From an optimization exercise on the open Yosys and OpenROAD flow, aimed at small area and a short achievable clock period; shortcuts taken in it are not production practice. Only simulation tests tie the RTL to the original design; equivalence was not proved. No activity file was given, so power comes from the tool's default toggle rates.

==> flow/design.v <==
module sync_fifo #(
  parameter integer ENTRIES      = 20,
  parameter integer ENTRIES_LOG2 = $clog2(ENTRIES),
  parameter integer DATA_WIDTH   = 64
) (
  input  wire                   i_clk,
  input  wire                   i_rstn,
  input  wire                   i_wren,
  input  wire                   i_rden,
  input  wire [DATA_WIDTH-1:0]  i_data,
  output wire                   o_data_vld,
  output wire [DATA_WIDTH-1:0]  o_data,
  output wire                   o_overflow,
  output wire                   o_underflow
);
localparam integer CW = $clog2(ENTRIES + 1);
localparam integer JW = ENTRIES / 2;    
reg  [DATA_WIDTH-1:0] mem [0:ENTRIES-1];
reg  [JW-1:0]         wr_j;
reg  [ENTRIES-1:0]    rsel;
reg                   byp;
reg                   full_i;
reg  [CW-1:0]         cnt;
reg                   full_q;
reg                   empty_q;
reg                   vld_q;
reg  [DATA_WIDTH-1:0] dout;
wire [ENTRIES-1:0]    wr_oh;
genvar g;
generate
  for (g = 0; g < ENTRIES; g = g + 1) begin : dec
    if (g == 0) begin : d0
      assign wr_oh[g] = ~wr_j[0] & ~wr_j[JW-1];
    end else if (g < JW) begin : dlo
      assign wr_oh[g] = wr_j[g-1] & ~wr_j[g];
    end else if (g == JW) begin : dmid
      assign wr_oh[g] = wr_j[JW-1] & wr_j[0];
    end else begin : dhi
      assign wr_oh[g] = ~wr_j[g-JW-1] & wr_j[g-JW];
    end
  end
endgenerate
wire pop  = i_rden & (~byp  | i_wren);
wire push = i_wren & (~full_i | i_rden);
wire [ENTRIES-1:0] wen;
sync_fifo_wen #(.N(ENTRIES)) u_wen (
  .sel(wr_oh), .full(full_i), .rden(i_rden), .wen(wen)
);
integer k;
always @(posedge i_clk) begin
  for (k = 0; k < ENTRIES; k = k + 1)
    if (wen[k])
      mem[k] <= i_data;
end
localparam integer NT = ENTRIES + 1;
localparam integer NG = (NT + 2) / 3;
wire [DATA_WIDTH-1:0] tdat [0:3*NG-1];
wire [3*NG-1:0]       tsel;
generate
  for (g = 0; g < 3*NG; g = g + 1) begin : term
    if (g < ENTRIES) begin : m
      assign tdat[g] = mem[g];
      assign tsel[g] = rsel[g];
    end else if (g == ENTRIES) begin : d
      assign tdat[g] = i_data;
      assign tsel[g] = byp;
    end else begin : z
      assign tdat[g] = {DATA_WIDTH{1'b0}};
      assign tsel[g] = 1'b0;
    end
  end
endgenerate
wire [DATA_WIDTH-1:0] grp_n [0:NG-1];
generate
  for (g = 0; g < NG; g = g + 1) begin : grp
    sync_fifo_aoi3 #(.W(DATA_WIDTH)) u_aoi (
      .d0(tdat[3*g]), .d1(tdat[3*g+1]), .d2(tdat[3*g+2]),
      .s(tsel[3*g+2:3*g]),
      .y_n(grp_n[g])
    );
  end
endgenerate
reg [DATA_WIDTH-1:0] rdata_n;
always @(*) begin
  rdata_n = {DATA_WIDTH{1'b1}};
  for (k = 0; k < NG; k = k + 1)
    rdata_n = rdata_n & grp_n[k];
end
always @(posedge i_clk)
  dout <= ~rdata_n;
wire [CW-1:0] cnt_nx = (push & ~pop) ? cnt + 1'b1 :
                       (pop & ~push) ? cnt - 1'b1 : cnt;
wire empty_nx = byp    ? ~(push & ~pop) : ((cnt == 1) & pop & ~push);
wire full_nx  = full_i ? ~(pop & ~push) : ((cnt == ENTRIES - 1) & push & ~pop);
wire [ENTRIES-1:0] rsel_rot = {rsel[ENTRIES-2:0], rsel[ENTRIES-1]};
wire [ENTRIES-1:0] rsel_nx  = empty_nx ? {ENTRIES{1'b0}} :
                              byp      ? wr_oh :
                              pop      ? rsel_rot : rsel;
always @(posedge i_clk) begin
  if (!i_rstn) begin
    wr_j    <= {JW{1'b0}};
    rsel    <= {ENTRIES{1'b0}};
    byp     <= 1'b1;
    full_i  <= 1'b0;
    cnt     <= {CW{1'b0}};
    full_q  <= 1'b0;
    empty_q <= 1'b1;
    vld_q   <= 1'b0;
  end else begin
    if (push) wr_j <= {wr_j[JW-2:0], ~wr_j[JW-1]};
    rsel    <= rsel_nx;
    byp     <= empty_nx;
    full_i  <= full_nx;
    cnt     <= cnt_nx;
    full_q  <= (cnt_nx == ENTRIES);
    empty_q <= (cnt_nx == 0);
    vld_q   <= pop;
  end
end
assign o_data      = dout;
assign o_data_vld  = vld_q;
assign o_overflow  = full_q;
assign o_underflow = empty_q;
endmodule
module sync_fifo_aoi3 #(
  parameter integer W = 64
) (
  input  wire [W-1:0] d0,
  input  wire [W-1:0] d1,
  input  wire [W-1:0] d2,
  input  wire [2:0]   s,
  output wire [W-1:0] y_n
);
assign y_n = ~((d0 & {W{s[0]}}) | (d1 & {W{s[1]}}) | (d2 & {W{s[2]}}));
endmodule
module sync_fifo_wen #(
  parameter integer N = 20
) (
  input  wire [N-1:0] sel,
  input  wire         full,
  input  wire         rden,
  output wire [N-1:0] wen
);
assign wen = sel & {N{~full | rden}};
endmodule
clock: 5.0 ns
lec_check: 0
cap_margin: 20
core_margin: 2
core_utilization: 65
cts_cluster_diameter: 100
cts_cluster_size: 30
setup_slack_margin: 3.0
slew_margin: 20
synth_hierarchical: 1
synth_minimum_keep_size: 0
standard.sh (not shown) runs the stock make flow with config.mk's settings and CLKGATE_MAP_FILE= SYNTH_SCRIPT=/design/flow/synth_recipe.tcl, a recipe that flattens the netlist after the stock synthesis.
==> flow/flow/run.sh <==
#!/bin/bash
cp standard.sh standard_sh_copy.log
export BUFFER_PORTS_ARGS="-buffer_cell sky130_fd_sc_hd__buf_2"
bash standard.sh > standard.log 2>&1
Then changed:
--- a/flow/design.v
+++ b/flow/design.v
@@ -11,38 +11,23 @@
   output wire                   o_data_vld,
   output wire [DATA_WIDTH-1:0]  o_data,
   output wire                   o_overflow,
   output wire                   o_underflow
 );
 localparam integer CW = $clog2(ENTRIES + 1);
-localparam integer JW = ENTRIES / 2;    
 reg  [DATA_WIDTH-1:0] mem [0:ENTRIES-1];
-reg  [JW-1:0]         wr_j;
+reg  [ENTRIES-1:0]    wr_oh;
 reg  [ENTRIES-1:0]    rsel;
 reg                   byp;
 reg                   full_i;
 reg  [CW-1:0]         cnt;
 reg                   full_q;
 reg                   empty_q;
 reg                   vld_q;
 reg  [DATA_WIDTH-1:0] dout;
-wire [ENTRIES-1:0]    wr_oh;
 genvar g;
-generate
-  for (g = 0; g < ENTRIES; g = g + 1) begin : dec
-    if (g == 0) begin : d0
-      assign wr_oh[g] = ~wr_j[0] & ~wr_j[JW-1];
-    end else if (g < JW) begin : dlo
-      assign wr_oh[g] = wr_j[g-1] & ~wr_j[g];
-    end else if (g == JW) begin : dmid
-      assign wr_oh[g] = wr_j[JW-1] & wr_j[0];
-    end else begin : dhi
-      assign wr_oh[g] = ~wr_j[g-JW-1] & wr_j[g-JW];
-    end
-  end
-endgenerate
 wire pop  = i_rden & (~byp  | i_wren);
 wire push = i_wren & (~full_i | i_rden);
 wire [ENTRIES-1:0] wen;
 sync_fifo_wen #(.N(ENTRIES)) u_wen (
   .sel(wr_oh), .full(full_i), .rden(i_rden), .wen(wen)
 );
@@ -95,22 +80,22 @@
 wire [ENTRIES-1:0] rsel_rot = {rsel[ENTRIES-2:0], rsel[ENTRIES-1]};
 wire [ENTRIES-1:0] rsel_nx  = empty_nx ? {ENTRIES{1'b0}} :
                               byp      ? wr_oh :
                               pop      ? rsel_rot : rsel;
 always @(posedge i_clk) begin
   if (!i_rstn) begin
-    wr_j    <= {JW{1'b0}};
+    wr_oh   <= {{(ENTRIES-1){1'b0}}, 1'b1};
     rsel    <= {ENTRIES{1'b0}};
     byp     <= 1'b1;
     full_i  <= 1'b0;
     cnt     <= {CW{1'b0}};
     full_q  <= 1'b0;
     empty_q <= 1'b1;
     vld_q   <= 1'b0;
   end else begin
-    if (push) wr_j <= {wr_j[JW-2:0], ~wr_j[JW-1]};
+    if (push) wr_oh <= {wr_oh[ENTRIES-2:0], wr_oh[ENTRIES-1]};
     rsel    <= rsel_nx;
     byp     <= empty_nx;
     full_i  <= full_nx;
     cnt     <= cnt_nx;
     full_q  <= (cnt_nx == ENTRIES);
     empty_q <= (cnt_nx == 0);
Outcome:
- The changed run produced a clean layout
- via count is lower by 1.1%
- die area is higher by 0.41%
- global-route usage is lower by 1.1 points
- final area stays flat
- hold slack is worse by 0.0040 ns
- first-iteration DRC count is lower by 12%
- combinational power is lower by 39%
- power is lower by 2.7%
- synthesized cell count is higher by 2.1%

[separate check: timing with driven ports]
The results above use ideal ports. As a check the final layouts listed here were re-extracted and re-timed, cells and wires unchanged.
Step 1 sets driving cells, clkbuf_16 on the clock port and buf_2 on the other inputs (assumed; they add their load-dependent delay and slew).
Step 2, shift: input delay + t, output delay - t, t = (earliest + latest rising clock arrival at the registers) / 2. This alone moves slack from input paths to output paths.
a / b / c = ideal ports / drivers / drivers and shift; a / b = the first two.
run	t (ns)	setup WS [ns]	worst setup path at the end
the first run	0.724	2.831 / 2.757 / 2.287	input to register
the second run	0.725	2.838 / 2.766 / 2.273	input to register
After both steps every run listed still meets setup and hold. For the second run, which loses most, drivers alone change the setup slack by -0.072 ns; drivers and shift together by -0.565 ns.
